This is an optimization exercise on Yosys and OpenROAD, whose aim is small area, a short achievable clock period and few clock cycles, not a production implementation. Where RTL was checked, it was by simulation tests only, not by an equivalence proof against the original. Function not checked in run 2: the RTL went through the layout flow alone. Power is estimated from default activity; no workload was simulated.

==> design/flow/design.v <==
module ALU(
    input [31:0]A,
    input [31:0]B,
    input [3:0]op,
    output reg [31:0]result,
    output reg branch
    );
    reg [31:0]temp;
    always@(*)
    begin
        temp = 32'b0;
        branch = 1'b0;
        case(op)
            4'b0000:begin 
                result = A + B;
            end    
            4'b0001:begin 
                result = A - B;
            end
            4'b0010:begin 
                result = A & B;
            end
            4'b0011:begin 
                result = A | B;
            end
            4'b0100:begin 
                result = A ^ B;
            end
            4'b0101:begin 
                temp = B[0]?{A[30:0],1'b0}:A;
                temp = B[1]?{temp[29:0],2'b0}:temp;
                temp = B[2]?{temp[27:0],4'b0}:temp;
                temp = B[3]?{temp[23:0],8'b0}:temp;
                temp = B[4]?{temp[15:0],16'b0}:temp;
                result =temp;
            end
            4'b0110:begin 
                temp = B[0]?{1'b0,A[31:1]}:A;
                temp = B[1]?{2'b0,temp[31:2]}:temp;
                temp = B[2]?{4'b0,temp[31:4]}:temp;
                temp = B[3]?{8'b0,temp[31:8]}:temp;
                temp = B[4]?{16'b0,temp[31:16]}:temp;
                result =temp;
            end
            4'b0111:begin 
                temp = B[0]?{A[31],A[31:1]}:A;
                temp = B[1]?{{2{temp[31]}},temp[31:2]}:temp;
                temp = B[2]?{{4{temp[31]}},temp[31:4]}:temp;
                temp = B[3]?{{8{temp[31]}},temp[31:8]}:temp;
                temp = B[4]?{{16{temp[31]}},temp[31:16]}:temp;
                result =temp;
            end
            4'b1000:begin 
                result = A - B;
                branch = (A == B)?1:0;
            end
            4'b1001:begin 
                result = A - B;
                branch = (A == B)?0:1;
            end
            4'b1010:begin 
                result = A-B;
                if($signed(A) < $signed(B))
                    branch = 1;
                else
                    branch = 0;
            end
            4'b1011:begin 
                result = A-B;
                if($signed(A) < $signed(B))
                    branch = 0;
                else
                    branch = 1;
            end
            4'b1100:begin 
                result = {B[19:0],{12{1'b0}}};
            end
            default : result = 32'b0;
        endcase
    end
endmodule
module NPC(
    input [31:0]cur_pc,          
    input [1:0]pc_sel,           
    input [31:0]pc_imm,          
    input branch,
    input Branch,
    input [31:0 ]rs1,
    output reg [31:0]next_pc,     
    output reg jump
    );
always@(*)begin
    case(pc_sel)
        2'b00:begin
            next_pc = cur_pc+4;
            jump = 0;
        end
        2'b11:begin 
            next_pc = (pc_imm+rs1) & 32'hFFFFFFFE;
            jump = 1;
        end
        2'b01:begin
            if(Branch == 1 && branch == 1) begin
                next_pc = pc_imm;
                jump = 1;
            end
            else begin
                next_pc = cur_pc+4;
                jump = 0;
            end
        end
        2'b10:begin 
            next_pc = pc_imm;
            jump = 1;
        end
        default:begin
            next_pc = 0;
            jump = 0;
        end
    endcase
end
endmodule
module PC(
    input clk,               
    input reset,             
    input [31:0]next_pc,   
    output reg [31:0]cur_pc,     
    input stop,
    input jump
    );
always@(posedge clk or negedge reset)
begin
    if(!reset)
        begin
            cur_pc <= 32'h0000_0000;
        end    
    else
        begin
            if(jump) begin
                cur_pc <= next_pc;
            end    
            else if(stop)
                cur_pc <= cur_pc;
            else begin
                cur_pc <= cur_pc+4;
            end
        end
end    
endmodule
module RF(
        input clk,           
        input reset,
        input [4:0] rR1,     
        input [4:0] rR2,     
        input [4:0] wR,      
        input WE,
        input [31:0] wD,     
        output  [31:0] rD1,   
        output  [31:0] rD2    
    );
    reg [31:0] regfile[1:31];
    assign rD1 = (rR1 == 5'd0) ? 32'd0 : regfile[rR1];
    assign rD2 = (rR2 == 5'd0) ? 32'd0 : regfile[rR2];
    always @ (posedge clk)begin
    if(reset == 1)begin
        if(WE == 1'b1 && wR != 5'd0)begin
            regfile[wR] <= wD;
        end
    end
    end
 endmodule
module controlunit(
    input [6:0]opcode,
    input [2:0]func3,
    input [6:0]func7,
    output reg [1:0] npc_op,
    output reg rf_we,
    output reg [3:0]alu_op,
    output reg alub_sel,
    output reg Branch,
    output reg [2:0]imm_sel,
    output reg dram_we,
    output reg j_type,
    output reg mem2reg,
    output reg id_re1,
    output reg id_re2,
    input jump
    );
    always@(*)begin
    npc_op = 2'b00;
    rf_we = 1'b0;
    alu_op = 4'b0000;
    alub_sel = 1'b0;
    Branch = 1'b0;
    imm_sel = 3'b000;
    dram_we = 1'b0;
    j_type = 1'b0;
    mem2reg = 1'b0;
    id_re1 = 1'b0;
    id_re2 = 1'b0;
    if(jump)begin
        npc_op = 2'b00;
        rf_we = 1'b0;
        alub_sel = 1'b0;
        Branch = 1'b0;
        dram_we = 1'b0;
        mem2reg = 1'b0;
        j_type = 1'b0;
        id_re1 = 1'b0;
        id_re2 = 1'b0;
        alu_op = 4'b0000;
    end
    else begin
        if(opcode == 7'b0110011)begin 
            npc_op = 2'b00;
            rf_we = 1'b1;
            alub_sel = 1'b1;
            Branch = 1'b0;
            dram_we = 1'b0;
            mem2reg = 1'b0;
            j_type = 1'b0;
            id_re1 = 1'b1;
            id_re2 = 1'b1;
            case(func3)
                3'b000: begin 
                    case(func7)
                        7'b0000000:begin
                            alu_op = 4'b0000;
                        end
                        7'b0100000:begin
                            alu_op = 4'b0001;
                        end
                    endcase
                end
                3'b111:begin 
                    alu_op = 4'b0010;
                end
                3'b110:begin 
                    alu_op = 4'b0011;
                end
                3'b100:begin 
                    alu_op = 4'b0100;
                end
                3'b001:begin 
                    alu_op = 4'b0101;
                end
                3'b101:begin
                    case(func7)
                        7'b0000000:begin 
                            alu_op = 4'b0110;
                        end
                        7'b0100000:begin 
                            alu_op = 4'b0111;
                        end
                    endcase
                end
            endcase
        end
        else if(opcode == 7'b0010011) begin 
            npc_op = 2'b00;
            rf_we = 1'b1;
            imm_sel = 3'b000;
            alub_sel = 1'b0;
            Branch = 1'b0;
            dram_we = 1'b0;  
            mem2reg = 1'b0;
            j_type = 1'b0;  
            id_re1 = 1'b1;
            id_re2 = 1'b0;  
            case(func3)
                3'b000: begin 
                    alu_op = 4'b0000;
                end
                3'b111:begin 
                    alu_op = 4'b0010;
                end
                3'b110:begin 
                    alu_op = 4'b0011;
                end
                3'b100:begin
                    alu_op = 4'b0100;
                end
                3'b001:begin
                    alu_op = 4'b0101;
                end
                3'b101:begin
                    case(func7)
                        7'b0000000:begin
                            alu_op = 4'b0110;
                        end
                        7'b0100000:begin
                            alu_op = 4'b0111;
                        end
                    endcase
                end
            endcase
        end
        else if(opcode == 7'b0000011) begin 
            npc_op = 2'b00;
            rf_we = 1'b1;
            imm_sel = 2'b000;
            alub_sel = 1'b0;
            Branch = 1'b0;
            alu_op = 4'b0000;
            dram_we = 1'b0;
            mem2reg = 1'b1;
            j_type = 1'b0;
            id_re1 = 1'b1;
            id_re2 = 1'b0;
        end
        else if(opcode == 7'b1100111) begin 
            npc_op = 2'b11;
            rf_we = 1'b1;
            imm_sel = 2'b000;
            alub_sel = 1'b0;
            Branch = 1'b0;
            alu_op = 4'b0000;
            dram_we = 1'b0;    
            j_type = 1'b1;
            id_re1 = 1'b1;
            id_re2 = 1'b0;        
        end
        else if(opcode == 7'b0100011) begin 
            npc_op = 2'b00;
            rf_we = 1'b0;
            imm_sel = 3'b001;
            alub_sel = 1'b0;
            Branch = 1'b0;
            alu_op = 4'b0000;
            dram_we = 1'b1; 
            mem2reg = 1'b1; 
            j_type = 1'b0;    
            id_re1 = 1'b1;
            id_re2 = 1'b1;      
        end
        else if(opcode == 7'b1100011) begin 
            npc_op = 2'b01;
            rf_we = 1'b0;
            imm_sel = 3'b010;
            alub_sel = 1'b1;
            Branch = 1'b1;
            dram_we = 1'b0;
            id_re1 = 1'b1;
            id_re2 = 1'b1;
            case(func3)
                3'b000:begin 
                    alu_op = 4'b1000;
                end
                3'b001:begin 
                    alu_op = 4'b1001;
                end
                3'b100:begin 
                    alu_op = 4'b1010;
                end
                3'b101:begin 
                    alu_op = 4'b1011;
                end
                default:alu_op = 4'b0000;
            endcase
        end
        else if(opcode == 7'b0110111) begin 
            npc_op = 2'b00;
            rf_we = 1'b1;
            imm_sel = 3'b011;
            Branch = 1'b0;
            dram_we = 1'b0;
            alu_op = 4'b1100;
            mem2reg = 1'b0;
            alub_sel = 1'b0;
            j_type = 1'b0;
            id_re1 = 1'b0;
            id_re2 = 1'b0;
        end
        else if(opcode == 7'b1101111) begin 
            npc_op = 2'b10;
            rf_we = 1'b1;
            imm_sel = 3'b100;
            Branch = 1'b0;
            dram_we = 1'b0;
            alu_op = 4'b0000;
            alub_sel = 1'b0;
            j_type = 1'b1; 
            id_re1 = 1'b0;
            id_re2 = 1'b0;
        end
    end
    end  
endmodule
module imm(
    input [31:0]cur_pc,
    input [31:0]ins,
    input [2:0]imm_sel,
    output reg [31:0]imm_i
    );
    always@(*) begin
        if(imm_sel == 3'b000) begin 
            imm_i = {{20{ins[31]}},ins[31:20]};
        end
        else if(imm_sel == 3'b001)begin 
            imm_i = {{20{ins[31]}},ins[31:25],ins[11:7]};
        end
        else if(imm_sel == 3'b010)begin 
            imm_i = {{19{ins[31]}},ins[31],ins[7],ins[30:25],ins[11:8],1'b0}+cur_pc;
        end
        else if(imm_sel == 3'b011)begin 
            imm_i = {{12{1'b0}},ins[31:12]};
        end
        else if(imm_sel == 3'b100)begin 
            imm_i = {{11{ins[31]}},ins[31],ins[19:12],ins[20],ins[30:21],1'b0}+cur_pc;
        end
        else begin
            imm_i = cur_pc;
        end
    end
endmodule
module ins_cut(
    input [31:0] ins,
    output reg [6:0] opcode,
    output reg [2:0] func3,
    output reg [6:0] func7,
    output reg [4:0] rs1,
    output reg [4:0] rs2,
    output reg [4:0] rd,
    input jump
    );
    always@(*) begin
    opcode = 7'b0;
    func3 = ins[14:12];
    func7 = ins[31:25];
    rs1 = ins[19:15];
    rs2 = ins[24:20];
    rd = ins[11:7];
    if(jump)begin
        opcode = 7'b0;
        func3 = 3'b0;
        func7 = 7'b0;
        rs1 = 5'b0;
        rs2 = 5'b0;
        rd = 5'b0;        
    end
    else begin
        if(ins[6:0] == 7'b0110011) begin 
            opcode = 7'b0110011;
            func3 = ins[14:12];
            func7 = ins[31:25];
            rs1 = ins[19:15];
            rs2 = ins[24:20];
            rd = ins[11:7];
        end
        else if(ins[6:0] == 7'b0010011 || ins[6:0] == 7'b0000011 || ins[6:0] == 7'b1100111) begin 
            opcode = ins[6:0];
            func7 = ins[31:25];
            func3 = ins[14:12];
            rs1 = ins[19:15];
            rd = ins[11:7];
        end
        else if(ins[6:0] == 7'b0100011)begin 
            opcode = 7'b0100011;
            func3 = ins[14:12];
            rs1 = ins[19:15];
            rs2 = ins[24:20];
        end
        else if(ins[6:0] == 7'b1100011)begin 
            opcode = 7'b1100011;
            func3 = ins[14:12];
            rs1 = ins[19:15];
            rs2 = ins[24:20];
        end
        else if(ins[6:0] == 7'b0110111)begin 
            opcode = 7'b0110111;
            rd = ins[11:7];
        end
         else if(ins[6:0] == 7'b1101111)begin 
            opcode = 7'b1101111;
            rd = ins[11:7];
        end
    end
    end
endmodule
module reg_if_id(
    input clk,
    input reset,
    input [31:0]if_pc,
    input [31:0]if_inst,
    output reg [31:0]id_pc,
    output reg [31:0]id_inst,
    input stop,
    input jump,
    output reg id_have_inst
    );
    always @(posedge clk or negedge reset) begin
        if(~reset)
            id_pc <= 32'b0;
        else if(jump)
            id_pc <= 32'b0;
        else if(stop)
            id_pc <= id_pc;
        else
            id_pc <= if_pc;
    end
    always @(posedge clk or negedge reset) begin
        if(~reset)
            id_inst <= 32'b0;
        else if(jump)
            id_inst <= 32'b0;
        else if(stop)
            id_inst <= id_inst;
        else
            id_inst <= if_inst;
    end
    always @(posedge clk or negedge reset) begin
        if(~reset)
            id_have_inst <= 32'b0;
        else if(jump)
            id_have_inst <= 32'b0;
        else if(stop)
            id_have_inst <= id_have_inst;
        else
            id_have_inst <= 1;
    end
endmodule
module reg_id_ex(
    input clk,
    input reset,
    input id_mem2reg,
    input [1:0]id_pc_sel,
    input id_dram_we,
    input id_Branch,
    input [3:0]id_alu_op,
    input [31:0]id_pc,
    input [31:0]id_imm,
    input [31:0]id_rd1,
    input [31:0]id_op_a,
    input [31:0]id_op_b,
    input [31:0]id_rd2,
    input [4:0]id_RD,
    input id_rf_WE,
    output reg ex_mem2reg,
    output reg [1:0]ex_pc_sel,
    output reg ex_dram_we,
    output reg ex_Branch,
    output reg [3:0]ex_alu_op,
    output reg [31:0]ex_pc,
    output reg [31:0]ex_imm,
    output reg [31:0]ex_rd1,
    output reg [31:0]ex_op_a,
    output reg [31:0]ex_op_b,
    output reg [31:0]ex_rd2,
    output reg [4:0]ex_RD,
    output reg ex_rf_WE,
    input stop,
    input jump,
    input id_have_inst,
    output reg ex_have_inst,
    input id_j_type,
    output reg ex_j_type
    );
    always @(posedge clk or negedge reset) begin
        if(~reset)
            ex_mem2reg <= 1'b0;
        else if(jump | stop)
            ex_mem2reg <= 1'b0;
        else
            ex_mem2reg <= id_mem2reg;
    end
    always @(posedge clk or negedge reset) begin
        if(~reset)
            ex_pc_sel <= 2'b0; 
        else if(jump | stop)
            ex_pc_sel <= 2'b0;
        else
            ex_pc_sel <= id_pc_sel;
    end
    always @(posedge clk or negedge reset) begin
        if(~reset)
            ex_dram_we <= 1'b0;
        else if(jump | stop)
            ex_dram_we <= 1'b0;
        else
            ex_dram_we <= id_dram_we;
    end
    always @(posedge clk or negedge reset) begin
        if(~reset)
            ex_Branch <= 1'b0;
        else if(jump | stop)
            ex_Branch <= 1'b0;
        else
            ex_Branch <= id_Branch;
    end
    always @(posedge clk or negedge reset) begin
        if(~reset)
            ex_alu_op <= 4'b0;
        else if(jump | stop)
            ex_alu_op <= 4'b0;
        else
            ex_alu_op <= id_alu_op;
    end
    always @(posedge clk or negedge reset) begin
        if(~reset)
            ex_pc <= 32'b0;
        else if(jump | stop)
            ex_pc <= 32'b0;
        else
            ex_pc <= id_pc;
    end
    always @(posedge clk or negedge reset) begin
        if(~reset)
            ex_imm <= 32'b0;
        else if(jump | stop)
            ex_imm <= 32'b0;
        else
            ex_imm <= id_imm;
    end
    always @(posedge clk or negedge reset) begin
        if(~reset)
            ex_rd1 <= 32'b0;
        else if(jump | stop)
            ex_rd1 <= 32'b0;
        else
            ex_rd1 <= id_rd1;
    end
    always @(posedge clk or negedge reset) begin
        if(~reset)
            ex_op_a <= 32'b0;
        else if(jump | stop)
            ex_op_a <= 32'b0;
        else
            ex_op_a <= id_op_a;
    end
    always @(posedge clk or negedge reset) begin
        if(~reset)
            ex_op_b <= 32'b0;
        else if(jump | stop)
            ex_op_b <= 32'b0;
        else
            ex_op_b <= id_op_b;
    end
    always @(posedge clk or negedge reset) begin
        if(~reset)
            ex_rd2 <= 32'b0;
        else if(jump | stop)
            ex_rd2 <= 32'b0;
        else
            ex_rd2 <= id_rd2;
    end
    always @(posedge clk or negedge reset) begin
        if(~reset)
            ex_RD <= 32'b0;
        else if(jump | stop)
            ex_RD <= 32'b0;
        else
            ex_RD <= id_RD;
    end
    always @(posedge clk or negedge reset) begin
        if(~reset)
            ex_rf_WE <= 1'b0;
        else if(jump | stop)
            ex_rf_WE <= 1'b0;
        else
            ex_rf_WE <= id_rf_WE;
    end
    always @(posedge clk or negedge reset) begin
        if(~reset)
            ex_have_inst <= 1'b0;
        else if(jump | stop)
            ex_have_inst <= 1'b0;
        else
            ex_have_inst <= id_have_inst;
    end
    always @(posedge clk or negedge reset) begin
        if(~reset)
            ex_j_type <= 1'b0;
        else if(jump | stop)
            ex_j_type <= 1'b0;
        else
            ex_j_type <= id_j_type;
    end
endmodule
module reg_ex_mem(
    input ex_mem2reg,
    input ex_dram_we,
    input [31:0]ex_result,
    input [31:0]ex_rd2,
    input ex_rf_WE,
    input clk,
    input reset,
    input [4:0]ex_RD,
    output reg [4:0]mem_RD,
    output reg mem_mem2reg,
    output reg mem_dram_we,
    output reg [31:0]mem_result,
    output reg [31:0]mem_rd2,
    output reg mem_rf_WE,
    input ex_have_inst,
    output reg mem_have_inst,
    input ex_j_type,
    output reg mem_j_type,
    input [31:0]ex_pc,
    output reg [31:0]mem_pc
    );
    always @(posedge clk or negedge reset) begin
        if(~reset)
            mem_mem2reg <= 32'b0;
        else
            mem_mem2reg <= ex_mem2reg;
    end
    always @(posedge clk or negedge reset) begin
        if(~reset)
            mem_RD <= 32'b0;
        else
            mem_RD <= ex_RD;
    end
    always @(posedge clk or negedge reset) begin
        if(~reset)
            mem_dram_we <= 32'b0;
        else
            mem_dram_we <= ex_dram_we;
    end
    always @(posedge clk or negedge reset) begin
        if(~reset)
            mem_result <= 32'b0;
        else
            mem_result <= ex_result;
    end
    always @(posedge clk or negedge reset) begin
        if(~reset)
            mem_rd2 <= 32'b0;
        else
            mem_rd2 <= ex_rd2;
    end
    always @(posedge clk or negedge reset) begin
        if(~reset)
            mem_rf_WE <= 1'b0;
        else
            mem_rf_WE <= ex_rf_WE;
    end
    always @(posedge clk or negedge reset) begin
        if(~reset)
            mem_have_inst <= 1'b0;
        else
            mem_have_inst <= ex_have_inst;
    end
    always @(posedge clk or negedge reset) begin
        if(~reset)
            mem_j_type <= 1'b0;
        else
            mem_j_type <= ex_j_type;
    end
    always @(posedge clk or negedge reset) begin
        if(~reset)
            mem_pc <= 1'b0;
        else
            mem_pc <= ex_pc;
    end
endmodule
module reg_mem_wb(
    input [4:0]mem_RD,
    input [31:0]mem_wreg,
    input mem_rf_WE,
    output reg [31:0]wb_wreg,
    output reg [4:0]wb_RD,
    output reg wb_rf_WE,
    input clk,
    input reset,
    input mem_have_inst,
    output reg wb_have_inst,
    input mem_j_type,
    output reg wb_j_type,
    input [31:0]mem_pc,
    output reg [31:0]wb_pc
    );
    always @(posedge clk or negedge reset) begin
        if(~reset)
            wb_RD <= 32'b0;
        else
            wb_RD <= mem_RD;
    end
    always @(posedge clk or negedge reset) begin
        if(~reset)
            wb_wreg <= 32'b0;
        else
            wb_wreg <= mem_wreg;
    end
    always @(posedge clk or negedge reset) begin
        if(~reset)
            wb_rf_WE <= 1'b0;
        else
            wb_rf_WE <= mem_rf_WE;
    end
    always @(posedge clk or negedge reset) begin
        if(~reset)
            wb_have_inst <= 1'b0;
        else
            wb_have_inst <= mem_have_inst;
    end
    always @(posedge clk or negedge reset) begin
        if(~reset)
            wb_j_type <= 1'b0;
        else
            wb_j_type <= mem_j_type;
    end
    always @(posedge clk or negedge reset) begin
        if(~reset)
            wb_pc <= 1'b0;
        else
            wb_pc <= mem_pc;
    end
endmodule
module test_hazard(
    input [4:0]id_rs1,
    input [4:0]id_rs2,
    input [4:0]ex_RD,
    input [4:0]mem_RD,
    input [4:0]wb_RD,
    input ex_rf_WE,
    input mem_rf_WE,
    input wb_rf_WE,
    input id_re1,
    input id_re2,
    output stop
    );
    wire stop_id_ex_1;
    assign stop_id_ex_1 = ((id_rs1 == ex_RD) & ex_rf_WE & id_re1) &&id_rs1;
    wire stop_id_ex_2;
    assign stop_id_ex_2 = ((id_rs2 == ex_RD) & ex_rf_WE & id_re2) &&id_rs2;
    wire stop_id_mem_1;
    assign stop_id_mem_1 = ((id_rs1 == mem_RD) & mem_rf_WE & id_re1) &&id_rs1;
    wire stop_id_mem_2;
    assign stop_id_mem_2 = ((id_rs2 == mem_RD) & mem_rf_WE & id_re2) &&id_rs2;
    wire stop_id_wb_1;
    assign stop_id_wb_1 = ((id_rs1 == wb_RD) & wb_rf_WE & id_re1) &&id_rs1;
    wire stop_id_wb_2;
    assign stop_id_wb_2 = ((id_rs2 == wb_RD) & wb_rf_WE & id_re2) &&id_rs2;
    assign stop = stop_id_ex_1 | stop_id_ex_2 | stop_id_mem_1 | stop_id_mem_2 | stop_id_wb_1 | stop_id_wb_2;
endmodule
module mini_rv(
    input clk,
    input reset,
    input [31:0]mem_rdata,
    input [31:0]if_inst,
    output [31:0]mem_result,
    output mem_dram_we,    
    output [31:0] mem_rd2,
    output [31:0] wb_pc,
    output debug_wb_have_inst,
    output wb_rf_WE,
    output [4:0]wb_RD,
    output [31:0]wb_data,
    output [31:0]if_pc
    );
    wire stop;
    wire jump;
    wire id_re1;
    wire id_re2;
    wire [31:0]next_pc;
    PC pc(
        .clk(clk),               
        .reset(reset),             
        .next_pc(next_pc),   
        .cur_pc(if_pc),     
        .stop(stop),
        .jump(jump)
    );
    wire id_rf_WE;
    wire [4:0]wR;
    wire [6:0]op;
    wire [2:0]func3;
    wire [6:0]func7;
    wire [4:0]rR1;
    wire [4:0]rR2;
    wire [3:0]alu_op;
    wire alub_sel;
    wire id_j_type;
    wire [2:0] imm_sel;
    wire [4:0]id_RD;
    wire [31:0]id_inst;
    wire [31:0]id_pc;
    wire [31:0]id_op_a;
    wire [31:0]id_op_b;
    wire [31:0]id_imm;
    wire [31:0]id_rd1;
    wire [31:0]id_rd2;
    wire [1:0]id_pc_sel;
    wire [3:0]id_alu_op;
    wire id_Branch;
    wire id_dram_we;
    wire id_mem2reg;
    wire id_have_inst;
    assign id_op_a = id_rd1;
    assign id_op_b = alub_sel ? id_rd2:id_imm;
    assign id_RD = wR;
    reg_if_id IF_ID(
    .clk(clk),
    .reset(reset),
    .if_pc(if_pc),
    .if_inst(if_inst),
    .id_pc(id_pc),
    .id_inst(id_inst),
    .stop(stop),
    .jump(jump),
    .id_have_inst(id_have_inst)
    );
    imm IMM(
        .cur_pc(id_pc),
        .ins(id_inst),
        .imm_sel(imm_sel),
        .imm_i(id_imm)
    );
    ins_cut CUT(
        .ins(id_inst),
        .opcode(op),
        .func3(func3),
        .func7(func7),
        .rs1(rR1),
        .rs2(rR2),
        .rd(wR),
        .jump(jump)
    );
    controlunit control(
        .opcode(op),
        .func3(func3),
        .func7(func7),
        .npc_op(id_pc_sel),
        .rf_we(id_rf_WE),
        .alu_op(id_alu_op),
        .alub_sel(alub_sel),
        .Branch(id_Branch),
        .imm_sel(imm_sel),
        .dram_we(id_dram_we),
        .j_type(id_j_type),
        .mem2reg(id_mem2reg),
        .id_re1(id_re1),
        .id_re2(id_re2),
        .jump(jump)
    );
    wire ex_mem2reg;
    wire [1:0]ex_pc_sel;
    wire ex_dram_we;
    wire ex_Branch;
    wire [3:0]ex_alu_op;
    wire [31:0]ex_pc;
    wire [31:0]ex_imm;
    wire [31:0]ex_rd1;
    wire [31:0]ex_rd2;
    wire [4:0]ex_RD;
    wire branch;
    wire [31:0]ex_op_a;
    wire [31:0]ex_op_b;
    wire [31:0]ex_result;
    wire ex_rf_WE;
    wire ex_have_inst;
    wire ex_j_type;
    reg_id_ex ID_EX(
        .clk(clk),
        .reset(reset),
        .id_mem2reg(id_mem2reg),
        .id_pc_sel(id_pc_sel),
        .id_dram_we(id_dram_we),
        .id_Branch(id_Branch),
        .id_alu_op(id_alu_op),
        .id_pc(id_pc),
        .id_imm(id_imm),
        .id_rd1(id_rd1),
        .id_op_a(id_op_a),
        .id_op_b(id_op_b),
        .id_rd2(id_rd2),
        .id_RD(id_RD),
        .id_rf_WE(id_rf_WE),
        .ex_mem2reg(ex_mem2reg),
        .ex_pc_sel(ex_pc_sel),
        .ex_dram_we(ex_dram_we),
        .ex_Branch(ex_Branch),
        .ex_alu_op(ex_alu_op),
        .ex_pc(ex_pc),
        .ex_imm(ex_imm),
        .ex_rd1(ex_rd1),
        .ex_op_a(ex_op_a),
        .ex_op_b(ex_op_b),
        .ex_rd2(ex_rd2),
        .ex_RD(ex_RD),
        .ex_rf_WE(ex_rf_WE),
        .stop(stop),
        .jump(jump),
        .ex_have_inst(ex_have_inst),
        .id_have_inst(id_have_inst),
        .id_j_type(id_j_type),
        .ex_j_type(ex_j_type)
    );
    ALU alu(
        .A(ex_op_a),
        .B(ex_op_b),
        .op(ex_alu_op),
        .result(ex_result),
        .branch(branch)
    );
    NPC npc(
        .cur_pc(ex_pc),
        .pc_sel(ex_pc_sel),
        .pc_imm(ex_imm),
        .branch(branch),
        .Branch(ex_Branch),
        .rs1(ex_rd1),
        .next_pc(next_pc),
        .jump(jump)
    );
    wire [4:0]mem_RD;
    wire mem_mem2reg;
    wire [31:0]mem_wreg;
    wire mem_rf_WE;
    wire mem_have_inst;
    wire mem_j_type;
    wire [31:0]mem_pc;
    assign mem_wreg = mem_mem2reg?mem_rdata:mem_result;
    reg_ex_mem EX_MEM(
        .ex_mem2reg(ex_mem2reg),
        .ex_dram_we(ex_dram_we),
        .ex_result(ex_result),
        .ex_rd2(ex_rd2),
        .ex_rf_WE(ex_rf_WE),
        .clk(clk),
        .reset(reset),
        .ex_RD(ex_RD),
        .mem_RD(mem_RD),
        .mem_mem2reg(mem_mem2reg),
        .mem_dram_we(mem_dram_we),
        .mem_result(mem_result),
        .mem_rd2(mem_rd2),
        .mem_rf_WE(mem_rf_WE),
        .ex_have_inst(ex_have_inst),
        .mem_have_inst(mem_have_inst),
        .ex_j_type(ex_j_type),
        .mem_j_type(mem_j_type),
        .ex_pc(ex_pc),
        .mem_pc(mem_pc)
    );
    wire [31:0]wb_wreg;
    wire wb_j_type;
    assign wb_data = wb_j_type?wb_pc+4:wb_wreg;
    reg_mem_wb MEM_WB(
        .mem_RD(mem_RD),
        .mem_wreg(mem_wreg),
        .mem_rf_WE(mem_rf_WE),
        .wb_wreg(wb_wreg),
        .wb_RD(wb_RD),
        .wb_rf_WE(wb_rf_WE),
        .clk(clk),
        .reset(reset),
        .mem_have_inst(mem_have_inst),
        .wb_have_inst(debug_wb_have_inst),
        .mem_j_type(mem_j_type),
        .wb_j_type(wb_j_type),
        .mem_pc(mem_pc),
        .wb_pc(wb_pc)
    );
    RF regfile(
        .clk(clk),
        .reset(reset),
        .rR1(rR1),
        .rR2(rR2),
        .wR(wb_RD),
        .WE(wb_rf_WE),
        .wD(wb_data),
        .rD1(id_rd1),
        .rD2(id_rd2)
    );
    test_hazard test(
        .id_rs1(rR1),
        .id_rs2(rR2),
        .ex_RD(ex_RD),
        .mem_RD(mem_RD),
        .wb_RD(wb_RD),
        .ex_rf_WE(ex_rf_WE),
        .mem_rf_WE(mem_rf_WE),
        .wb_rf_WE(wb_rf_WE),
        .id_re1(id_re1),
        .id_re2(id_re2),
        .stop(stop)
    );
endmodule
/*verilator lint_off UNOPTFLAT*/
module pipelined_cpu(
    input clk,
    input rst_n,
    output [15:0]imem_addr,
    input [31:0]imem_rdata,
    output [15:0]dmem_addr,
    output dmem_we,
    output [31:0]dmem_wdata,
    input [31:0]dmem_rdata,
    output debug_wb_have_inst,
    output [31:0]debug_wb_pc,
    output debug_wb_ena,
    output [4:0]debug_wb_reg,
    output [31:0]debug_wb_value
    );
   wire [31:0]ins;
   wire [31:0]result;
   wire dram_we;
   wire [31:0]rD2;
   wire [31:0]RD;
   wire [31:0]if_pc;
   mini_rv mini_rv_u(
    .clk(clk),
    .reset(rst_n),
    .mem_rdata(RD),
    .if_inst(ins),
    .mem_result(result),
    .mem_dram_we(dram_we),
    .mem_rd2(rD2),
    .wb_pc(debug_wb_pc),
    .debug_wb_have_inst(debug_wb_have_inst),
    .wb_rf_WE(debug_wb_ena),
    .wb_RD(debug_wb_reg),
    .wb_data(debug_wb_value),
    .if_pc(if_pc)
   );
    assign imem_addr = if_pc[17:2];
    assign ins = imem_rdata;
    assign dmem_addr = result[17:2];
    assign dmem_we = dram_we;
    assign dmem_wdata = rD2;
    assign RD = dmem_rdata;
endmodule
==> design/flow/run.sh <==
#!/bin/bash
# synth_recipe.tcl (not shown) runs the flow's synth.tcl, then flattens the netlist and writes it again
# the make line also repeats each setting of config.mk as NAME=value (left out here)
make -C /OpenROAD-flow-scripts/flow DESIGN_CONFIG=/design/flow/config.mk WORK_HOME=/design/flow/orfs CLKGATE_MAP_FILE= SYNTH_SCRIPT=/design/flow/synth_recipe.tcl finish
==> design/flow/config.mk <==
export PLATFORM = sky130hd
export DESIGN_NAME = pipelined_cpu
export DESIGN_NICKNAME = pipelined_cpu
export VERILOG_FILES = /design/flow/design.v
export SDC_FILE = /design/flow/constraint.sdc
export NUM_CORES = 8
export LEC_CHECK = 0
export CAP_MARGIN = 20
export CORE_MARGIN = 2
export CORE_UTILIZATION = 40
export SLEW_MARGIN = 20
==> design/flow/constraint.sdc <==
create_clock -name core_clock -period 9.0 [get_ports {clk}]
set_input_delay 1.8000 -clock core_clock [delete_from_list [all_inputs] [get_ports {clk}]]
set_output_delay 1.8000 -clock core_clock [all_outputs]
set_load 0.01 [all_outputs]
==> results by group, run 1 <==
Status
  • Status: complete, no violations

Global routing
  • Total GRT Usage: 0.337
  • Initial antenna violation count: 26
  • First-pass GRT wire length: 469 mm
  • Largest net degree at the start of global routing: 152
  • Vias in the first global route: 63204
  • GRT overflow: 0

Clocking
  • Hold buffers post-CTS: 0
  • H-tree depth reported by CTS: 4
  • Sink Count: 1443
  • Clk root buf: clkbuf_16
  • CTS clock-pin slew for the worst setup and hold paths: 0.07 ns
  • # resized after CTS: 0
  • Worst skew pair latency: 0.87 ns
  • Postcts setup bufs: 0
  • Clock buffer count from CTS: 161
  • Clock Path Buffers: 3
  • CTS tree: done

Cells and area
  • Area Growth Syn to Fin: 13.5%
  • Design area: 86500 um^2
  • Share of layout cells above drive strength 1: 0.0976
  • Commonest non-fill, non-tap cell in the layout: edfxtp_1
  • Nets: 7449
  • Most frequent cells in the layout: edfxtp_1, a21oi_1, nand2_1, nor2_1, dfrtp_1
  • Fillers: 17473

Logic synthesis
  • Seq/Total Area, Yosys: 0.539
  • Post-synth EDFFs: 992
  • Post-synth top area share: 0.391
  • Post-Syn Instances: 7257
  • Syn Nets: 7500
  • Ys async rst share: 0.313
  • Dominant register cell in the synthesized netlist: edfxtp_1
  • Synthesized cell area: 76200 um^2
  • Mapped Avg Cell Area: 10.5 um^2
  • #FFs+latches synth: 1443
  • Main area contributors after synthesis: edfxtp_1, dfrtp_1, a21oi_1
  • Ys Warns: 11
  • Cell taking the most area after synthesis: edfxtp_1
  • Netlist cell types: 92

Floorplan
  • Initial Utilization: 0.402
  • Core Rows: 160
  • Die ar.: 194000 um^2
  • # IOs: 202
  • Core area: 190000 um^2
  • Die width: 441 um
  • Die Height: 441 um

Route
  • Final wirelength: 335 mm
  • DRC viols: 0
  • Post-detailed-route count of antenna-violating nets: 0
  • Iter 0 DRT Violations: 10021
  • DR WL/cell: 34.0 um
  • Detail-routed via count per cell: 6.69
  • Detailed-route via count: 65906
  • DRT Pass-1 Iters: 9

Placement
  • Dpl hpwl: 218 mm
  • Port Buf Inserts: 201
  • GP Congestion: 0.987
  • Area post-placement: 81200 um^2

Setup path
  • CP required: 9.73 ns
  • Worst-path maximum fanout: 17
  • Worst R2R Path Depth: 16
  • Crit. End Element: flop
  • Crit start category: flop
  • RR Startpoint: mini_rv_u.ID_EX.ex_rd1[23]$_DFF_PN0_
  • R2R setup slack: 1.34 ns
  • CP Data Arrival Time: 8.39 ns
  • R2r endpoint: mini_rv_u.ID_EX.ex_op_b[4]$_DFF_PN0_
  • Setup crit start: mini_rv_u.ID_EX.ex_rd1[23]$_DFF_PN0_
  • Kind of critical path: reg -> reg

STA
  • Fin. Hold Viols: 0
  • RSZ-0062 raised after global routing: no
  • Post-layout min period: 7.66 ns
  • Fmax: 131 MHz
  • Setup tns final: 0 ns
  • Slew Viols, Final: 0
  • Measured slew at the worst slew-check pin: 1.31 ns
  • Period utilization: 0.851
  • Setup Skew: 0.0548 ns
  • Final setup fails: 0
  • Max_slew headroom: 0.129

Min path
  • Hold path depth: 0
  • HP Start: mini_rv_u.ID_EX.ex_pc[20]$_DFF_PN0_
  • Worst hold endpoint: mini_rv_u.EX_MEM.mem_pc[20]$_DFF_PN0_
  • Class of the worst hold path: reg -> reg

Power and ir drop
  • Overall Power: 20.4 mW
  • Power Density: 236 nW/um^2
  • Pleak: 31.4 nW
  • Maximum vdd drop: 0.139 mV

Run
  • Max cap viols: 0
through the flow:
step	setup WS (ns)	hold WS (ns)	instances	utilization
finish	1.34	0.330	9856	0.456
global route	1.21	0.342	9852	0.456
CTS	1.67	0.336	9846	0.456
detailed placement	1.67	0.335	9552	0.428
global placement	1.63	0.332	9552	0.428
floorplan	3.31	0.331	7257	-
how the worst max path moves through the flow:
stage / endpoint / slack (ns) / depth (start not counted)
after CTS: mini_rv_u.ID_EX.ex_op_b[21]$_DFF_PN0_ / 1.67 / 16
after global routing: mini_rv_u.ID_EX.ex_rd1[20]$_DFF_PN0_ / 1.21 / 17
after detailed placement: mini_rv_u.ID_EX.ex_op_b[21]$_DFF_PN0_ / 1.67 / 16
after floorplan: mini_rv_u.ID_EX.ex_op_b[28]$_DFF_PN0_ / 3.31 / 22
after global placement: mini_rv_u.ID_EX.ex_op_b[25]$_DFF_PN0_ / 1.63 / 17
final: mini_rv_u.ID_EX.ex_op_b[4]$_DFF_PN0_ / 1.34 / 16
metal layers:
metal,vias up,share of wire,GRT usage
li1,27490,-,-
met1,32477,0.37,0.425
met2,4743,0.43,0.510
met3,1172,0.11,0.0818
met4,24,0.084,0.237
met5,-,0.0011,0.00298
report_power, final:
group / internal, mW / total [mW] / switching, mW
combinational: 1.67 / 5.06 / 3.38
sequential: 8.01 / 8.68 / 0.672
clock: 3.84 / 6.70 / 2.86
state kept, by name (all words and copies together), names as in the netlist, 4 cells and up:
name                         cells
mini_rv_u.EX_MEM.mem_rd2        32
mini_rv_u.ID_EX.ex_pc           32
mini_rv_u.EX_MEM.mem_pc         32
mini_rv_u.pc.cur_pc             32
mini_rv_u.IF_ID.id_pc           32
mini_rv_u.ID_EX.ex_RD            5
mini_rv_u.ID_EX.ex_alu_op        4
mini_rv_u.ID_EX.ex_op_b         32
mini_rv_u.IF_ID.id_inst         32
mini_rv_u.ID_EX.ex_rd1          32
mini_rv_u.EX_MEM.mem_RD          5
mini_rv_u.MEM_WB.wb_RD           5
mini_rv_u.regfile.regfile      992
mini_rv_u.EX_MEM.mem_result     32
mini_rv_u.MEM_WB.wb_wreg        32
mini_rv_u.MEM_WB.wb_pc          32
mini_rv_u.ID_EX.ex_imm          32
mini_rv_u.ID_EX.ex_rd2          32
cells in the mapped netlist (all sizes together), types with 21 or more instances:
cell and count:
dfrtp 451, mux2 106, a221o 99, a22oi 64, nand4 29, a21oi 778, a221oi 133, o22ai 220
and2 65, a21o 52, o21bai 21, inv 141, xnor2 73, nor3 192, nand2 709, o32ai 24
nor2 574, o311a 32, o31ai 48, nor2b 38, a211o 38, a211oi 91, ha 172, nand3 77
mux2i 231, and3 82, o21ai 434, buf 239, xor2 50, edfxtp 992, o221ai 139, clkbuf 388
nand2b 26, a31oi 60, o211ai 79, or3 47, a2bb2oi 26, o2111ai 22, o21a 44
logic make-up after synthesis:
group / synth area share
flops: 0.539
fa+ha+maj: 0.0295
xor+xnor: 0.0141
compound gates: 0.216
simple gates: 0.110
buf+inv: 0.0428
mux: 0.0481
final cells by class:
class,instances,area (um^2),share of cell area
Sequential cell,1443,41100,0.475
Multi-Input combinational cell,5043,32600,0.376
Clock buffer,213,4490,0.0519
Timing Repair Buffer,413,3870,0.0447
Tap cell,2511,3140,0.0363
Clock inverter,81,795,0.00918
Inverter,144,541,0.00625
Antenna cell,8,20.0,0.000231
critical path, stage by stage, from the launching register on:
cell	delay (ns)
dfrtp_1	0.85
inv_1	0.14
ha_1	0.49
inv_1	0.12
a21oi_1	0.39
a21oi_1	0.12
a2111oi_0	0.82
a311oi_2	0.34
o21a_2	0.42
nor3_4	0.81
nand2_1	0.35
nand2_1	0.84
buf_4	0.52
o32ai_1	0.26
a221o_1	0.47
or3_1	0.39
a22oi_1	0.17
Testbench counts, summed over its fixed seeds: cycles 188,018.
==> inputs of run 2 (changes only) <==
==> design/flow/design.v (replaced) <==
module pipelined_cpu(
    input clk,
    input rst_n,
    output [15:0]imem_addr,
    input [31:0]imem_rdata,
    output [15:0]dmem_addr,
    output dmem_we,
    output [31:0]dmem_wdata,
    input [31:0]dmem_rdata,
    output reg debug_wb_have_inst,
    output reg [31:0]debug_wb_pc,
    output reg debug_wb_ena,
    output reg [4:0]debug_wb_reg,
    output reg [31:0]debug_wb_value
    );
    reg [31:0] pc;       
    reg [31:7] ir;       
    reg        v;        
    reg [31:0] ra;       
    reg [31:0] rb;       
    reg        fa;       
    reg        fb;       
    reg is_lw, is_jalr, is_sw, is_br, is_jal, is_link, is_alu, is_rr;
    reg wr_kind, xwe, sub, sra;
    reg s_add, s_sll, s_xor, s_sr, s_or, s_and;
    wire wb_we = debug_wb_ena & (debug_wb_reg != 5'd0);
    wire [31:0] q [0:31];
    assign q[0] = 32'd0;
    genvar gi;
    generate
        for (gi = 1; gi < 32; gi = gi + 1) begin : R
            reg [31:0] r;
            always @(posedge clk) begin
                if (wb_we && debug_wb_reg == gi) r <= debug_wb_value;
            end
            assign q[gi] = r;
        end
    endgenerate
    wire [2:0] f3 = ir[14:12];
    wire [4:0] rd = ir[11:7];
    wire [31:0] imm_i = {{20{ir[31]}}, ir[31:20]};
    wire [31:0] imm_s = {{20{ir[31]}}, ir[31:25], ir[11:7]};
    wire [31:0] imm_b = {{20{ir[31]}}, ir[7], ir[30:25], ir[11:8], 1'b0};
    wire [31:0] imm_j = {{12{ir[31]}}, ir[19:12], ir[20], ir[30:21], 1'b0};
    wire [31:0] a = fa ? debug_wb_value : ra;
    wire [31:0] b = fb ? debug_wb_value : rb;
    wire [31:0] opb = is_rr ? b : (is_sw ? imm_s : imm_i);
    wire [31:0] sum = a + (sub ? ~opb : opb) + {31'b0, sub};
    wire [4:0] sh = is_rr ? b[4:0] : ir[24:20];
    wire [31:0] a_rev;
    wire [31:0] shin;
    wire [31:0] shout;
    wire [31:0] sll;
    genvar gj;
    generate
        for (gj = 0; gj < 32; gj = gj + 1) begin : REV
            assign a_rev[gj] = a[31 - gj];
            assign sll[gj] = shout[31 - gj];
        end
    endgenerate
    assign shin = s_sll ? a_rev : a;
    assign shout = $signed({sra & a[31], shin}) >>> sh;
    wire [31:0] srx = shout;
    wire [31:0] alu = ({32{s_add}} & sum) | ({32{s_sll}} & sll) |
                      ({32{s_xor}} & (a ^ opb)) | ({32{s_sr}} & srx) |
                      ({32{s_or}} & (a | opb)) | ({32{s_and}} & (a & opb));
    wire [31:0] pc4 = pc + 32'd4;
    wire [31:0] other = is_lw ? dmem_rdata : is_link ? pc4 : {ir[31:12], 12'b0};
    wire [31:0] result = is_alu ? alu : other;
    wire eq = a == b;
    wire lt = $signed(a) < $signed(b);
    wire cond = f3[2] ? (lt ^ f3[0]) : (eq ^ f3[0]);
    wire taken = (is_br & cond) | is_jal;
    wire [31:0] tgt = pc + (is_jal ? imm_j : imm_b);
    wire [31:0] next_pc = is_jalr ? {sum[31:1], 1'b0} : taken ? tgt : pc4;
    assign dmem_addr = sum[17:2];
    assign dmem_we = is_sw;
    assign dmem_wdata = b;
    assign imem_addr = next_pc[17:2];
    wire [31:0] fi = imem_rdata;
    wire [4:0] rs1 = fi[19:15];
    wire [4:0] rs2 = fi[24:20];
    wire [4:0] fop = fi[6:2];
    wire [2:0] ff3 = fi[14:12];
    wire f_r    = fop == 5'b01100;
    wire f_i    = fop == 5'b00100;
    wire f_lw   = fop == 5'b00000;
    wire f_jalr = fop == 5'b11001;
    wire f_sw   = fop == 5'b01000;
    wire f_br   = fop == 5'b11000;
    wire f_lui  = fop == 5'b01101;
    wire f_jal  = fop == 5'b11011;
    wire f_alu  = f_r | f_i;
    wire f_wr   = f_alu | f_lw | f_lui | f_jal | f_jalr;
    reg [31:0] rf1, rf2;
    integer k;
    always @(*) begin
        rf1 = 32'd0;
        rf2 = 32'd0;
        for (k = 1; k < 32; k = k + 1) begin
            rf1 = rf1 | (q[k] & {32{rs1 == k}});
            rf2 = rf2 | (q[k] & {32{rs2 == k}});
        end
    end
    always @(posedge clk) begin
        ra <= (wb_we && debug_wb_reg == rs1) ? debug_wb_value : rf1;
        rb <= (wb_we && debug_wb_reg == rs2) ? debug_wb_value : rf2;
        fa <= xwe && rd == rs1;
        fb <= xwe && rd == rs2;
        ir <= fi[31:7];
        sub <= f_r & fi[30];
        sra <= fi[30];
        s_add <= ff3 == 3'b000;
        s_sll <= ff3 == 3'b001;
        s_xor <= ff3 == 3'b100;
        s_sr  <= ff3 == 3'b101;
        s_or  <= ff3 == 3'b110;
        s_and <= ff3 == 3'b111;
        is_rr <= f_r;
    end
    always @(posedge clk or negedge rst_n) begin
        if (!rst_n) begin
            pc <= 32'hFFFF_FFFC;
            v <= 1'b0;
            is_lw <= 1'b0;
            is_jalr <= 1'b0;
            is_sw <= 1'b0;
            is_br <= 1'b0;
            is_jal <= 1'b0;
            is_link <= 1'b0;
            is_alu <= 1'b0;
            wr_kind <= 1'b0;
            xwe <= 1'b0;
        end else begin
            pc <= next_pc;
            v <= 1'b1;
            is_lw <= f_lw;
            is_jalr <= f_jalr;
            is_sw <= f_sw;
            is_br <= f_br;
            is_jal <= f_jal;
            is_link <= f_jal | f_jalr;
            is_alu <= f_alu;
            wr_kind <= f_wr;
            xwe <= f_wr & (fi[11:7] != 5'd0);
        end
    end
    always @(posedge clk or negedge rst_n) begin
        if (!rst_n) begin
            debug_wb_have_inst <= 1'b0;
            debug_wb_ena <= 1'b0;
        end else begin
            debug_wb_have_inst <= v;
            debug_wb_ena <= wr_kind;
        end
    end
    always @(posedge clk) begin
        debug_wb_pc <= pc;
        debug_wb_reg <= rd;
        debug_wb_value <= result;
    end
endmodule
--- a/design/flow/config.mk
+++ b/design/flow/config.mk
@@ -7,5 +7,6 @@
 export LEC_CHECK = 0
 export CAP_MARGIN = 20
 export CORE_MARGIN = 2
-export CORE_UTILIZATION = 40
+export CORE_UTILIZATION = 55
+export SETUP_SLACK_MARGIN = 4.5
 export SLEW_MARGIN = 20
==> run 2 against run 1 <==
Still clean on timing, DRC and antenna. Maximum frequency grew 19%. First-iteration DRC count increased by 18%. Clock power fell by 22%. Critical endpoint is now imem_addr[6]. Largest cell class unchanged. Highest routed layer unchanged.
==> results by group, run 2 <==
Power and ir drop
  • Internal Pwr Total: 10.8 mW
  • Pleak: 24.4 nW
  • Logic pwr share: 0.239
  • Overall Power: 15.7 mW
  • Maximum vdd drop: 0.258 mV
  • Sequential share of power: 0.427
  • Clock power frac: 0.334
  • Switching share of power: 0.314
  • Power Density: 224 nW/um^2
  • P_sw: 4.93 mW

Floorplan
  • Core area: 105000 um^2
  • Die width: 329 um
  • Die Height: 329 um
  • # IOs: 202
  • Initial Utilization: 0.553
  • Die ar.: 108000 um^2
  • Core Rows: 119

Logic synthesis
  • Ys async rst share: 0.0358
  • Post-synth top area share: 0.513
  • Netlist cell types: 83
  • Synthesized cell area: 58100 um^2
  • Mapped Avg Cell Area: 12.3 um^2
  • Ys Warns: 1
  • Top-count cell post-synth: edfxtp_1
  • Post-Syn Instances: 4705
  • Seq/Total Area, Yosys: 0.590
  • Post-synth EDFFs: 992
  • Main area contributors after synthesis: edfxtp_1, dfxtp_1, a22oi_1
  • #FFs+latches synth: 1202
  • Cell taking the most area after synthesis: edfxtp_1
  • Dominant register cell in the synthesized netlist: edfxtp_1
  • Post-synth top cells: edfxtp_1, a22oi_1, nor2_1
  • Syn Nets: 4930

Placement
  • GP Congestion: 1.02
  • Port Buf Inserts: 198
  • Dpl hpwl: 172 mm

STA
  • Post-layout min period: 6.43 ns
  • Fmax: 156 MHz
  • RSZ-0062 raised after global routing: yes
  • Slew Viols, Final: 0
  • Measured slew at the worst slew-check pin: 1.18 ns
  • Setup Skew: 0.0809 ns
  • Setup tns final: 0 ns
  • Final setup fails: 0
  • Max_slew headroom: 0.202
  • Fin. Hold Viols: 0
  • Period utilization: 0.714

Global routing
  • Initial antenna violation count: 17
  • Largest net degree at the start of global routing: 57
  • GRT overflow: 0
  • Total GRT Usage: 0.534
  • Vias in the first global route: 48856
  • First-pass GRT wire length: 395 mm

Clocking
  • Worst skew pair latency: 0.79 ns
  • Clock Path Buffers: 3
  • Clock buffer count from CTS: 120
  • Hold buffers post-CTS: 0
  • Clk root buf: clkbuf_16
  • H-tree depth reported by CTS: 3
  • Sink Count: 1202
  • CTS clock-pin slew for the worst setup and hold paths: 0.06 ns
  • CTS tree: done

Setup path
  • RR Startpoint: fa$_DFF_P_
  • CP Data Arrival Time: 4.63 ns
  • Slowest stage delay, CP: 0.39 ns
  • Crit-path cells: buf_4, buf_12, mux2i_1, buf_4, clkinvlp_4, ha_1, nor2b_1, o211ai_1, a21o_1, a31oi_2, o21ai_2, xor2_2, buf_6, a21o_4, buf_6, buf_12, o21ai_4, o21ai_2, o21ai_2, buf_2
  • Kind of critical path: reg -> out
  • Critical path's most frequent cell: o21ai_2
  • CP required: 7.20 ns
  • Crit. End Element: output pin
  • R2R setup slack: 4.55 ns
  • Slowest cell on crit path: o211ai_1
  • Worst-path maximum fanout: 8
  • Worst R2R Path Depth: 18
  • R2r endpoint: debug_wb_value[26]$_DFF_P_
  • Crit start category: flop

Cells and area
  • Share of layout cells above drive strength 1: 0.195
  • Most frequent cells in the layout: edfxtp_1, a22oi_1, buf_4, a221oi_1, a22o_1
  • Max FFs per register: 992
  • Commonest non-fill, non-tap cell in the layout: edfxtp_1
  • Fillers: 7763
  • Area Growth Syn to Fin: 20.6%
  • Largest reg by FF count: R.r
  • Nets: 5286

Route
  • DRT Pass-1 Iters: 11
  • DR WL/cell: 45.0 um
  • Iter 0 DRT Violations: 11819
  • Post-detailed-route count of antenna-violating nets: 0
  • Detail-routed via count per cell: 8.13
  • Detailed-route via count: 53430
  • Final wirelength: 296 mm
  • DRC viols: 0

Min path
  • HP Start: v$_DFF_PN0_
  • Class of the worst hold path: reg -> reg
  • Worst hold endpoint: debug_wb_have_inst$_DFF_PN0_
  • Hold path depth: 0

Status
  • Status: complete, no violations

Run
  • Max cap viols: 0
-- run 2: through the flow --
step | utilization | instances | hold slack, ns | area (um^2) | setup slack [ns]
2_1_floorplan | - | 4705 | 0.331 | 58400 | 3.69
3_3_place_gp | 0.599 | 6142 | 0.333 | 62900 | 1.80
3_5_place_dp | 0.600 | 6142 | 0.339 | 62900 | 1.81
4_1_cts | 0.657 | 6485 | 0.349 | 68900 | 2.62
5_1_grt | 0.667 | 6561 | 0.355 | 70000 | 2.56
6_report | 0.667 | 6576 | 0.349 | 70100 | 2.57
-- run 2: worst max-delay path by stage --
stage | start | to | slack (ns)
floorplan | fa$_DFF_P_ | imem_addr[11] | 3.69
global placement | fb$_DFF_P_ | imem_addr[15] | 1.80
detailed placement | fa$_DFF_P_ | imem_addr[15] | 1.81
CTS | fa$_DFF_P_ | imem_addr[15] | 2.62
global route | fa$_DFF_P_ | imem_addr[6] | 2.56
finish | fa$_DFF_P_ | imem_addr[6] | 2.57
-- run 2: critical path, delay by kind of cell (launching register included) --
kind                     cells  cell delay, ns
XOR/XNOR                     1            0.10
buffers and inverters        8            1.15
flip-flops                   1            0.37
multiplexers                 1            0.20
adder cells (fa/ha/maj)      1            0.29
AND/OR/NAND/NOR              1            0.14
AO/OA/AOI/OAI                8            1.65
-- run 2: kinds of logic after synthesis --
group | synth area share
other | 0.000129
AND/OR/NAND/NOR | 0.0770
AO/OA/AOI/OAI | 0.208
multiplexers | 0.0378
buffers and inverters | 0.0324
flip-flops | 0.590
XOR/XNOR | 0.0204
adder cells (fa/ha/maj) | 0.0345
-- run 2: repair_timing --
action,4_1_cts,5_1_grt
endpoints found under the setup margin,154,72
pin swaps,54,63
gates cloned,2,1
resized for setup,307,128
setup buffers,113,72
-- run 2: power groups by stage --
stage / combinational [mW] / clock, mW / sequential [mW]
CTS: 3.43 / 5.20 / 6.68
global placement: 3.15 / 0 / 6.79
finish: 3.75 / 5.24 / 6.71
global route: 3.91 / 5.41 / 6.71
floorplan: 1.79 / 0 / 6.73
detailed placement: 3.15 / 0 / 6.80
-- run 2: area by class of cell --
class / count / area (um^2) / share of cell area
sequential: 1202 / 34300 / 0.490
multi-input combinational: 3031 / 24100 / 0.343
timing repair buffer: 579 / 5350 / 0.0763
clock buffer: 150 / 3240 / 0.0462
tap: 1391 / 1740 / 0.0248
clock inverter: 78 / 852 / 0.0122
inverter: 127 / 480 / 0.00686
antenna: 18 / 45.0 / 0.000643
-- run 2: metal layers --
metal,share of wire,track usage
met1,0.31,0.624
met2,0.40,0.750
met3,0.18,0.257
met4,0.11,0.422
met5,0.0019,0.0113
==> inputs of run 3 (changes only) <==
==> design/flow/design.v (replaced) <==
module pipelined_cpu(
    input clk,
    input rst_n,
    output [15:0]imem_addr,
    input [31:0]imem_rdata,
    output [15:0]dmem_addr,
    output dmem_we,
    output [31:0]dmem_wdata,
    input [31:0]dmem_rdata,
    output reg debug_wb_have_inst,
    output reg [31:0]debug_wb_pc,
    output reg debug_wb_ena,
    output reg [4:0]debug_wb_reg,
    output reg [31:0]debug_wb_value
    );
    reg [31:0] pc;       
    reg [31:0] ir;       
    reg        v;        
    reg [31:0] ra;       
    reg [31:0] rb;       
    reg [31:0] rf [1:31];
    wire [4:0] opc = ir[6:2];
    wire is_r    = opc == 5'b01100;
    wire is_i    = opc == 5'b00100;
    wire is_lw   = opc == 5'b00000;
    wire is_jalr = opc == 5'b11001;
    wire is_sw   = opc == 5'b01000;
    wire is_br   = opc == 5'b11000;
    wire is_lui  = opc == 5'b01101;
    wire is_jal  = opc == 5'b11011;
    wire [2:0] f3 = ir[14:12];
    wire [4:0] rd = ir[11:7];
    wire wr_kind = is_r | is_i | is_lw | is_lui | is_jal | is_jalr;
    wire [31:0] imm_i = {{20{ir[31]}}, ir[31:20]};
    wire [31:0] imm_s = {{20{ir[31]}}, ir[31:25], ir[11:7]};
    wire [31:0] imm_b = {{20{ir[31]}}, ir[7], ir[30:25], ir[11:8], 1'b0};
    wire [31:0] imm_j = {{12{ir[31]}}, ir[19:12], ir[20], ir[30:21], 1'b0};
    wire [31:0] opb = is_r ? rb : imm_i;
    wire sub = is_r & ir[30];
    wire [31:0] sum = ra + (sub ? ~opb : opb) + {31'b0, sub};
    wire [4:0] sh = opb[4:0];
    wire [31:0] sll = ra << sh;
    wire [31:0] srx = $signed({ir[30] & ra[31], ra}) >>> sh;
    reg [31:0] alu;
    always @(*) begin
        case (f3)
            3'b000: alu = sum;
            3'b001: alu = sll;
            3'b100: alu = ra ^ opb;
            3'b101: alu = srx;
            3'b110: alu = ra | opb;
            3'b111: alu = ra & opb;
            default: alu = sum;
        endcase
    end
    wire [31:0] pc4 = pc + 32'd4;
    wire [31:0] result = is_lw ? dmem_rdata :
                         (is_jal | is_jalr) ? pc4 :
                         is_lui ? {ir[31:12], 12'b0} : alu;
    wire eq = ra == rb;
    wire lt = $signed(ra) < $signed(rb);
    wire cond = f3[2] ? (lt ^ f3[0]) : (eq ^ f3[0]);
    wire taken = (is_br & cond) | is_jal;
    wire [31:0] tgt = pc + (is_jal ? imm_j : imm_b);
    wire [31:0] next_pc = is_jalr ? {sum[31:1], 1'b0} : taken ? tgt : pc4;
    wire [31:0] maddr = ra + (is_sw ? imm_s : imm_i);
    assign dmem_addr = maddr[17:2];
    assign dmem_we = is_sw;
    assign dmem_wdata = rb;
    assign imem_addr = next_pc[17:2];
    wire we = wr_kind & (rd != 5'd0);
    always @(posedge clk) begin
        if (we) rf[rd] <= result;
    end
    wire [4:0] rs1 = imem_rdata[19:15];
    wire [4:0] rs2 = imem_rdata[24:20];
    wire [31:0] rf1 = (rs1 == 5'd0) ? 32'd0 : rf[rs1];
    wire [31:0] rf2 = (rs2 == 5'd0) ? 32'd0 : rf[rs2];
    always @(posedge clk) begin
        ra <= (we && rd == rs1) ? result : rf1;
        rb <= (we && rd == rs2) ? result : rf2;
        ir[31:7] <= imem_rdata[31:7];
    end
    always @(posedge clk or negedge rst_n) begin
        if (!rst_n) begin
            pc <= 32'hFFFF_FFFC;
            ir[6:0] <= 7'b0000111;    
            v <= 1'b0;
        end else begin
            pc <= next_pc;
            ir[6:0] <= imem_rdata[6:0];
            v <= 1'b1;
        end
    end
    always @(posedge clk or negedge rst_n) begin
        if (!rst_n)
            debug_wb_have_inst <= 1'b0;
        else
            debug_wb_have_inst <= v;
    end
    always @(posedge clk) begin
        debug_wb_pc <= pc;
        debug_wb_ena <= wr_kind;
        debug_wb_reg <= rd;
        debug_wb_value <= result;
    end
endmodule
--- a/design/flow/config.mk
+++ b/design/flow/config.mk
@@ -7,6 +7,5 @@
 export LEC_CHECK = 0
 export CAP_MARGIN = 20
 export CORE_MARGIN = 2
-export CORE_UTILIZATION = 55
-export SETUP_SLACK_MARGIN = 4.5
+export CORE_UTILIZATION = 40
 export SLEW_MARGIN = 20
==> run 3 against run 2 <==
Total power increased by 4.1%. Hold slack lost 0.00061 ns. Setup slack worse by 1.9 ns. Count of clock-buffer cells in the layout increased by 24. Register-to-register slack worse by 2.9 ns. Largest power group unchanged.
==> results by group, run 3 <==
Run
  • Max cap viols: 0

Logic synthesis
  • Dominant register cell in the synthesized netlist: edfxtp_1
  • Main area contributors after synthesis: edfxtp_1, mux4_2, dfxtp_1
  • Seq/Total Area, Yosys: 0.526
  • Netlist cell types: 102
  • #FFs+latches synth: 1188
  • Ys async rst share: 0.0320
  • Syn Nets: 5042
  • Top-count cell post-synth: edfxtp_1
  • Post-synth top cells: edfxtp_1, mux4_2, a21oi_1
  • Cell taking the most area after synthesis: edfxtp_1
  • Synthesized cell area: 64500 um^2
  • Post-synth EDFFs: 992
  • Ys Warns: 1
  • Mapped Avg Cell Area: 13.4 um^2
  • Post-Syn Instances: 4797
  • Post-synth top area share: 0.462

Global routing
  • GRT overflow: 0
  • First-pass GRT wire length: 359 mm
  • Initial antenna violation count: 14
  • Vias in the first global route: 45650
  • Total GRT Usage: 0.313
  • Largest net degree at the start of global routing: 121

Route
  • Iter 0 DRT Violations: 6112
  • Detailed-route via count: 47189
  • Final wirelength: 260 mm
  • DRT Pass-1 Iters: 5
  • Post-detailed-route count of antenna-violating nets: 0
  • DRC viols: 0
  • DR WL/cell: 36.1 um
  • Detail-routed via count per cell: 6.55

Clocking
  • Sink Count: 1188
  • Hold buffers post-CTS: 0
  • Clk root buf: clkbuf_16
  • Clock Path Buffers: 3
  • CTS tree: done
  • # resized after CTS: 0
  • Clock buffer count from CTS: 133
  • Postcts setup bufs: 0
  • Worst skew pair latency: 0.79 ns
  • H-tree depth reported by CTS: 4
  • CTS clock-pin slew for the worst setup and hold paths: 0.07 ns

Setup path
  • Crit start category: flop
  • Crit. End Element: output pin
  • Kind of critical path: reg -> out
  • CP required: 7.20 ns
  • Worst-path maximum fanout: 19
  • CP Data Arrival Time: 6.55 ns

STA
  • Slew Viols, Final: 0
  • WHS: 0.349 ns
  • RSZ-0062 raised after global routing: no
  • Fmax: 120 MHz
  • Setup tns final: 0 ns
  • Max_slew headroom: 0.136
  • Final setup fails: 0
  • Setup Skew: 0.0314 ns
  • Period utilization: 0.927
  • Measured slew at the worst slew-check pin: 1.29 ns
  • Fin. Hold Viols: 0
  • Post-layout min period: 8.35 ns

Min path
  • Class of the worst hold path: reg -> reg

Floorplan
  • Core area: 160000 um^2
  • Initial Utilization: 0.402
  • Die width: 405 um
  • Core Rows: 147
  • # IOs: 202
  • Die Height: 405 um
  • Die ar.: 164000 um^2

Cells and area
  • Nets: 5183
  • Commonest non-fill, non-tap cell in the layout: edfxtp_1
  • Util after Layout: 0.459
  • Most frequent cells in the layout: edfxtp_1, mux4_2, a21oi_1, nand2_1, mux2i_1
  • Non-filler instance count after layout: 7207
  • Share of layout cells above drive strength 1: 0.197
  • Max FFs per register: 992
  • Area Growth Syn to Fin: 14.3%
  • Largest reg by FF count: rf

Status
  • Status: complete, no violations

Placement
  • Dpl cells: 6963
  • GP Congestion: 1.02
  • Dpl hpwl: 167 mm
  • Port Buf Inserts: 198

Power and ir drop
  • Pleak: 25.6 nW
  • Maximum vdd drop: 0.162 mV
  • Power Density: 222 nW/um^2
==> run 3: cell count changes after synthesis, moves of 73 or more <==
cell	before	now
mux4_2	30	459
a22oi_1	434	46
a22o_1	241	15
a221oi_1	272	49
mux2i_1	134	261
nand4_1	154	29
nand2_1	205	293
a21oi_1	250	325
o21ai_0	111	184
==> run 3: where the power goes <==
group          leakage [nW]  switching (mW)  internal, mW  total (mW)
sequential             10.7           0.336          6.55        6.89
clock                  2.08            2.34          3.04        5.38
combinational          12.8            2.59          1.49        4.08
==> run 3: final cells by class <==
class	instances	area, um^2
Antenna cell	2	5.00
Clock buffer	174	3690
Clock inverter	68	606
Fill cell	14215	86700
Inverter	151	567
Multi-Input combinational cell	3097	28800
Sequential cell	1188	33900
Tap cell	2160	2700
Timing Repair Buffer	367	3330
==> run 3: kinds of logic (layout without fill, tap and decap cells) <==
family,Yosys count,after routing,share of synthesized area
other cells,2,4,0.000116
buf+inv,512,760,0.0334
simple gates,903,903,0.0644
mux,741,741,0.205
fa+ha+maj,179,179,0.0350
compound gates,1137,1137,0.118
xor+xnor,135,135,0.0183
flops,1188,1188,0.526
==> run 3: layer usage <==
layer / GRT usage / part of all wire / wire, um
met1: 0.401 / 0.38 / 99100
met2: 0.495 / 0.46 / 120000
met3: 0.0634 / 0.091 / 23600
met4: 0.177 / 0.066 / 17100
met5: 0 / 0.00017 / 44
==> run 3: path summary, 6_finish.rpt <==
kind / startpoint / to / slack [ns] / cells past startpoint
setup / recovery: ir[3]$_DFF_PN0_ / imem_addr[13] / 0.65 / 16
hold / removal: v$_DFF_PN0_ / debug_wb_have_inst$_DFF_PN0_ / 0.35 / 0
setup reg to reg: ir[3]$_DFF_PN0_ / rf[17][31]$_DFFE_PP_ / 1.60 / 17
hold reg to reg: v$_DFF_PN0_ / debug_wb_have_inst$_DFF_PN0_ / 0.35 / 0
max in group asynchronous: rst_n / ir[3]$_DFF_PN0_ / 7.22 / 1
min in group asynchronous: rst_n / debug_wb_have_inst$_DFF_PN0_ / 1.18 / 1
==> run 3: critical path, cell delays in order (launching register included) <==
cell and delay (ns):
dfrtp_1 0.48, and3b_1 0.52, nand2_1 0.37, buf_4 0.34, nor2_1 0.12, a21oi_1 0.09, xor2_1 0.22, ha_1 0.39
a21oi_1 0.09, o21ai_0 0.44, a2111oi_0 0.21, a21oi_1 0.83, nor2_1 0.16, xnor2_1 0.48, nor2_1 0.10, a21oi_1 0.32
clkdlybuf4s50_1 0.62
==> run 3: metrics by stage <==
stage | instance area (um^2) | total power [mW] | worst slack, ns
after CTS | 73600 | 16.3 | 0.940
final | 73700 | 16.3 | 0.653
after global placement | 69300 | 11.0 | 1.74
after floorplan | 64500 | 9.12 | 3.09
after detailed placement | 69400 | 11.0 | 1.79
after global routing | 73700 | 16.9 | 0.651
Testbench counts of run 3, summed over its fixed seeds: cycles 81,550.

[separate check: timing with driven ports]
No port has a modelled driver above. Below, the same layouts with a new extraction and two added sets of constraints.
Step 1: set_driving_cell puts a clkbuf_16 on clk and a buf_2 on each other input, an assumption about the parent block.
Step 2 moves the port delays by t, midway between the first and last clock arrival at a register: inputs arrive t later, outputs are due t later. That takes back most of the time a late clock gives input paths.
Slacks: no drivers / after step 1 / after step 2; pairs: no drivers / after step 1.
run	shift t [ns]	setup slack, ns	clock arrival spread, ns	worst data-port slew with drivers (ns)
run 1	0.930	1.344 / 1.344 / 1.344	0.058 / 0.058	0.06
run 2	0.831	2.571 / 2.492 / 3.323	0.081 / 0.081	0.09
run 3	0.861	0.653 / 0.565 / 1.426	0.031 / 0.031	0.07
After both steps setup and hold are still met in every run listed.
